Context: an optimization exercise on an open-source flow, tuned for a short achievable clock period and few clock cycles per item. The choices shown serve that exercise and are no tape-out recipe. Only simulation tests tie the RTL to the original design; equivalence was not proved. No activity file was given, so power comes from the tool's default toggle rates.

### design.v
module memory (
    input  logic        clk,
    input  logic [6:0]  faddr,
    output logic [3:0]  fop,
    output logic [6:0]  fopd,
    input  logic [6:0]  daddr,
    output logic [10:0] dout,
    input  logic        we,
    input  logic [6:0]  waddr,
    input  logic [10:0] wdata
);
    logic [10:0] raw [0:99];
    logic [3:0]  op  [0:99];
    logic [6:0]  opd [0:99];
    logic [3:0] wop;
    logic [6:0] wopd;
    always_comb begin
        wop  = 4'((wdata / 11'd100) % 11'd16);
        wopd = 7'(wdata % 11'd100);
    end
    assign fop  = (faddr < 7'd100) ? op[faddr]  : 4'd0;
    assign fopd = (faddr < 7'd100) ? opd[faddr] : 7'd0;
    assign dout = (daddr < 7'd100) ? raw[daddr] : 11'd0;
    always_ff @(posedge clk) begin
        if (we) begin
            raw[waddr] <= wdata;
            op[waddr]  <= wop;
            opd[waddr] <= wopd;
        end
    end
endmodule
module cpu (
    input logic clk,
    input logic reset,
    input logic cont,
    input logic prog_we,
    input logic [6:0] prog_addr,
    input logic [10:0] prog_data,
    output logic signed [10:0] out,
    output logic out_valid,
    output logic halted
);
    localparam logic [3:0] OP_HLT = 4'd0, OP_ADD = 4'd1, OP_SUB = 4'd2,
                           OP_STA = 4'd3, OP_LDA = 4'd5, OP_BRA = 4'd6,
                           OP_BRZ = 4'd7, OP_BRP = 4'd8, OP_OUT = 4'd9;
    logic        lw_v;
    logic [6:0]  lw_a;
    logic [10:0] lw_d;
    always_ff @(posedge clk) begin
        lw_v <= prog_we;
        lw_a <= prog_addr;
        lw_d <= prog_data;
    end
    logic [6:0]  pc_f;
    logic        v_r, pt_r;
    logic [6:0]  pc_r;
    logic [3:0]  op_r;
    logic [6:0]  opd_r;
    logic        v_e;
    logic [3:0]  op_e;
    logic [6:0]  opd_e;
    logic [10:0] m_e;
    logic [10:0] acc;
    logic [3:0]  f_op;
    logic [6:0]  f_opd;
    logic [10:0] d_out;
    logic        sta_e;
    logic        mem_we;
    logic [6:0]  mem_wa;
    logic [10:0] mem_wd;
    assign sta_e  = v_e && (op_e == OP_STA);
    assign mem_we = lw_v || sta_e;
    assign mem_wa = lw_v ? lw_a : opd_e;
    assign mem_wd = lw_v ? lw_d : acc;
    memory mem (.clk(clk),
                .faddr(pc_f), .fop(f_op), .fopd(f_opd),
                .daddr(opd_r), .dout(d_out),
                .we(mem_we), .waddr(mem_wa), .wdata(mem_wd));
    logic [10:0] sum, acc_next;
    logic        big;
    always_comb begin
        case (op_e)
            OP_ADD:  sum = acc + m_e;
            OP_SUB:  sum = acc - m_e;
            OP_LDA:  sum = m_e;
            default: sum = acc;
        endcase
        if (!v_e) sum = acc;
        big = !sum[10] && (sum[9:5] == 5'b11111) && (sum[4] || sum[3]);
        acc_next = big ? {5'b10000, 6'(sum[5:0] + 6'd49)} : sum;
    end
    logic sta_hit_r;      
    logic sta_hit_f;      
    logic cond_z, cond_p, br_taken, mispred, halt_r, rv;
    always_comb begin
        sta_hit_r = sta_e && v_r && (opd_e == pc_r);
        sta_hit_f = sta_e && (opd_e == pc_f);
        rv = v_r && !sta_hit_r;
        cond_z = (sum == 11'd0);
        cond_p = !sum[10] && !big;
        case (op_r)
            OP_BRZ:  br_taken = cond_z;
            OP_BRP:  br_taken = cond_p;
            default: br_taken = pt_r;
        endcase
        mispred = rv && (br_taken != pt_r);
        halt_r  = rv && (op_r == OP_HLT);
    end
    logic f_pt;
    logic [6:0] pc_inc;
    assign f_pt   = (f_op == OP_BRA) || (f_op == OP_BRP);
    assign pc_inc = pc_f + 7'd1;
    logic f_stall;
    assign f_stall = halted || (lw_v && lw_a == pc_f);
    always_ff @(posedge clk or posedge reset) begin
        if (reset) begin
            pc_f <= 7'd0;
            v_r <= 1'b0;
            pt_r <= 1'b0;
            pc_r <= 7'd0;
            op_r <= 4'd0;
            opd_r <= 7'd0;
            v_e <= 1'b0;
            op_e <= 4'd0;
            opd_e <= 7'd0;
            m_e <= 11'd0;
            acc <= 11'd0;
            out <= 11'sd0;
            out_valid <= 1'b0;
            halted <= 1'b0;
        end else begin
            acc <= acc_next;
            out_valid <= v_e && (op_e == OP_OUT);
            if (v_e && (op_e == OP_OUT)) out <= acc;
            v_e <= rv && !halt_r;
            op_e <= op_r;
            opd_e <= opd_r;
            m_e <= (sta_e && opd_e == opd_r) ? acc : d_out;
            pc_r <= pc_f;
            op_r <= f_op;
            opd_r <= f_opd;
            pt_r <= f_pt;
            if (halted) begin
                v_r <= 1'b0;
                if (cont) halted <= 1'b0;
            end else if (halt_r) begin
                halted <= 1'b1;
                v_r <= 1'b0;
                pc_f <= pc_r + 7'd1;
            end else if (sta_hit_r) begin
                v_r <= 1'b0;
                pc_f <= pc_r;
            end else if (mispred) begin
                v_r <= 1'b0;
                pc_f <= br_taken ? opd_r : pc_r + 7'd1;
            end else if (sta_hit_f || f_stall) begin
                v_r <= 1'b0;
            end else begin
                v_r <= 1'b1;
                pc_f <= f_pt ? f_opd : pc_inc;
            end
        end
    end
endmodule
### run.sh
#!/bin/bash
# synth_recipe.tcl (not shown) runs the flow's synth.tcl, then flattens the netlist and writes it again
# the make line also repeats each setting of config.mk as NAME=value (left out here)
make -C /OpenROAD-flow-scripts/flow DESIGN_CONFIG=/design/flow/config.mk WORK_HOME=/design/flow/orfs CLKGATE_MAP_FILE= SYNTH_SCRIPT=/design/flow/synth_recipe.tcl finish
### config.mk
export PLATFORM = sky130hd
export DESIGN_NAME = cpu
export DESIGN_NICKNAME = cpu
export VERILOG_FILES = /design/flow/design.v
export SDC_FILE = /design/flow/constraint.sdc
export NUM_CORES = 4
export LEC_CHECK = 0
export CAP_MARGIN = 20
export CORE_MARGIN = 2
export CORE_UTILIZATION = 40
export SLEW_MARGIN = 20
### constraint.sdc
create_clock -name core_clock -period 10.0 [get_ports {clk}]
set_input_delay 2.0000 -clock core_clock [delete_from_list [all_inputs] [get_ports {clk}]]
set_output_delay 2.0000 -clock core_clock [all_outputs]
set_load 0.01 [all_outputs]
==> run notes <==
## how the worst max path moves through the flow
stage	end	slack (ns)	cells past startpoint
CTS	mem.opd[16][4]$_DFFE_PP_	2.46	15
global placement	mem.opd[70][4]$_DFFE_PP_	2.77	15
global route	mem.opd[16][4]$_DFFE_PP_	2.21	15
detailed placement	mem.opd[65][4]$_DFFE_PP_	2.54	15
floorplan	mem.opd[0][6]$_DFFE_PP_	0.03	13
finish	mem.opd[16][4]$_DFFE_PP_	2.78	16
## power groups by stage
stage	Clock [mW]	Combinational (mW)	Sequential, mW
floorplan	0	7.10	13.0
global placement	0	11.1	13.2
detailed placement	0	11.4	13.1
CTS	8.00	11.4	13.0
global route	8.33	12.1	13.0
finish	7.87	11.4	13.0
## worst max-delay path, delay by kind of cell, from the launching register on
family,cells,cell delay (ns)
buffers and inverters,4,2.37
AOI/OAI and AO/OA,8,2.10
muxes,3,1.84
DFF,1,0.32
and+or+nand+nor,1,0.17
## kinds of logic (layout without fill, tap and decap cells)
family,after synthesis,count (layout),synth area share [%]
XOR/XNOR,58,58,0.613
other,0,2,0
AO/OA/AOI/OAI,281,281,2.41
buffers and inverters,254,627,1.28
AND/OR/NAND/NOR,470,470,2.62
multiplexers,744,744,18.7
adder cells (fa/ha/maj),16,16,0.247
flip-flops,2093,2093,74.1
## through the flow
stage                     area, um^2  total power, mW  std cells
final                          95700             32.3       7096
after global routing           95700             33.4       7095
after CTS                      95600             32.4       7093
after detailed placement       88800             24.5       6709
after global placement         88800             24.3       6708
after floorplan                84100             20.1       3916
## cell usage after synthesis (8+ instances only)
master and count:
edfxtp_1 2000, mux4_2 660, nor2_1 169, nand2_1 120, clkbuf_1 115, dfrtp_1 74
mux2i_1 54, o21ai_0 54, buf_1 45, nand3_1 44, xnor2_1 43, a22oi_1 42
a21oi_1 39, inv_1 36, buf_2 31, mux2_2 26, nor3_1 23, a31oi_1 20
buf_4 20, nor2b_1 20, dfxtp_1 19, nand4_1 16, ha_1 15, o32ai_1 14
or3_1 14, xor2_1 14, o2111ai_1 12, nand2b_1 11, and3_1 10, a21o_1 9
a22o_1 8
## final cells by class
type	instances	area share, %
Tap cell	2805	3.67
Clock inverter	140	1.62
Clock buffer	244	5.54
Sequential cell	2093	65.1
Inverter	42	0.177
Timing Repair Buffer	201	1.78
Multi-Input combinational cell	1569	22.1
Antenna cell	2	0.00523
## registers in the layout, summed over array words and instances, names as in the netlist, 4 cells and up
signal   cells
lw_a         7
op_r         4
mem.op     400
opd_e        7
mem.raw    900
op_e         4
out         11
mem.opd    700
opd_r        7
acc         11
lw_d        11
pc_f         7
pc_r         7
m_e         11
## layer usage
layer	vias to the layer above	wire length (um)	global-route usage, %
li1	17000	-	-
met5	-	12	0
met1	22700	93300	29.8
met4	2	6920	6.95
met2	1931	105000	32.2
met3	330	19200	3.80
==> results.py <==
metrics = {
    "setup_path": {
        "r2r_end": "mem.opd[16][4]$_DFFE_PP_",
        "crit_path_cell_trace": "buf_4 > mux2i_1 > clkinv_2 > buf_4 > a21oi_1 > a211oi_1 > mux2i_1 > o2111ai_1 > o2111ai_1 > o2bb2a_1 > o22ai_1 > nor2b_1 > o21ai_0 > a21oi_1 > mux2i_4 > buf_4",
        "path_class": "reg2reg",
        "slowest_stage": "mux2i_1",
        "critPathLaunch": "lw_v$_DFF_P_",
        "regToRegStartpoint": "lw_v$_DFF_P_",
        "critical_path_arrival_ns": 7.73,
        "end_kind": "register",
        "ff2ff_setup_slack_ns": 2.78,
        "slowest_delay_ns": 0.80,
        "critical_path.max_fanout": 70,
        "required_ns": 10.51,
        "critPathLaunchType": "register",
        "path_common_cell": "buf_4",
        "r2r_cells": 16,
    },
    "finish": {
        "drive_above_1_share_pct": 30.7,
        "regArea_um2": 62300,
        "area_growth_pct": 13.8,
        "multi_input_area_um2": 21100,
        "mostFrequentLayoutCells": "edfxtp_1 (2,000), mux4_2 (660), clkbuf_16 (206)",
        "final_net_count": 4149,
        "n_fill_cell": 17300,
        "fin_util_pct": 45.7,
        "mostFrequentLayoutCell": "edfxtp_1",
    },
    "sta": {
        "slew_viol_final": 0,
        "finClkSkew_ns": 0.0384,
        "rsz0062_at_grt": "no",
        "finalSetupViolCount": 0,
        "worst_slack_ns": 2.78,
        "whs_ns": 0.496,
        "period_share_pct": 72.2,
        "final.setup.tns_ns": 0,
        "slew_headroom_pct": 16.7,
        "worst_pin_slew_ns": 1.25,
        "min_period_ns": 7.22,
        "hold_violations": 0,
        "max_freq_mhz": 138,
    },
    "floorplan": {
        "coreArea_um2": 209000,
        "chipHeight_um": 462,
        "fp-row-count": 168,
        "initial_core_util_pct": 40.2,
        "dieArea_um2": 214000,
        "ioPinCount": 35,
        "die_width_um": 462,
    },
    "clock_tree": {
        "clock_latency_ns": 0.85,
        "htree_num_levels": 4,
        "hold_buffers": 0,
        "cts_resized": 0,
        "clk_path_buf_depth": 3,
        "root_buffer": "clkbuf_16",
        "cts_setup_buffers": 0,
        "cts_tree": "yes",
        "cts.sinks": 2093,
        "cts_buffers": 204,
        "clkTransAtPathRegs_ns": 0.06,
    },
    "power_and_ir_drop": {
        "p_seq_share_pct": 40.1,
        "p_leak_nw": 29.7,
        "clkPwrFrac_pct": 24.4,
        "peakVddDrop_mv": 0.580,
        "comb_power_share_pct": 35.5,
        "swShare_pct": 35.1,
        "p_per_area_nw_per_um2": 337,
        "switchingPower_mw": 11.3,
        "p_int_mw": 20.9,
    },
    "hold_path": {
        "hold_path_startpoint": "pc_f[3]$_DFFE_PP0P_",
        "holdPathStages": 0,
        "hold_path_end": "pc_r[3]$_DFF_PP0_",
        "hold_class": "reg2reg",
    },
    "synth": {
        "ys_types": 92,
        "synth_ff_type": "edfxtp_1",
        "syn_area_um2": 84100,
        "syn_avg_cell_area_um2": 21.5,
        "ys_ff_latch": 2093,
        "synth.area.top_cells": "edfxtp_1 (71%), mux4_2 (18%), dfrtp_1 (2.2%), nor2_1 (0.75%), mux2i_1 (0.64%)",
        "synth_top_area_share_pct": 71.4,
        "synth-seq-area-share_pct": 74.1,
        "synth_warnings": 2,
        "syn_nets": 3954,
        "syn_inst": 3916,
        "yosys.area.top_type": "edfxtp_1",
        "synthArstFlopShare_pct": 3.54,
        "synth_enable_flop_cells": 2000,
    },
    "drt": {
        "firstDrtPassIters": 6,
        "post_drt_wl_per_cell_um": 31.6,
        "drtIter0Drc": 5360,
        "num_vias": 42000,
        "drt-vias-per-instance": 5.91,
        "routed_wirelength_um": 224000,
        "drcViolationCount": 0,
        "ant_nets": 0,
    },
    "placed_design": {
        "place.gp.congestion": 0.913,
        "dp_hpwl_um": 129000,
        "post-place-ws_ns": 2.54,
        "port_buffers": 34,
    },
    "global_routing": {
        "grt_pass1_vias": 41800,
        "grt_pass1_wl_um": 318000,
        "grt_usage_pct": 20.8,
        "grt-ovfl-total": 0,
        "grt_max_degree": 109,
        "antenna_found_initial": 9,
    },
    "run": {
        "cap_violations": 0,
    },
    "status": {
        "status": "no timing/DRC/antenna violations",
    },
}
Testbench counts, summed over its fixed seeds: cycles 84,141, programs 192.

## afterwards: timing with drivers on the ports
How much do the figures lean on ideal ports? The routed layout below was timed once more, with nothing changed but the port constraints. Step 1, drivers: a clkbuf_16 drives clk and a buf_2 each remaining input, both assumed. Step 2 times the ports against the registers' clock, not the clock port: input delays grow and output delays shrink by t, the midpoint of the rising clock arrivals with the driver on. Three values: ideal, step 1, step 2; two values: the first two.
t (ns): 0.923
slack for setup (ns): 2.777 / 2.777 / 2.777
worst slew at a driven data input, ns: 0.04
After both steps this run still meets setup and hold. For this run, drivers alone change the setup slack by 0.000 ns; drivers and shift together by 0.000 ns.
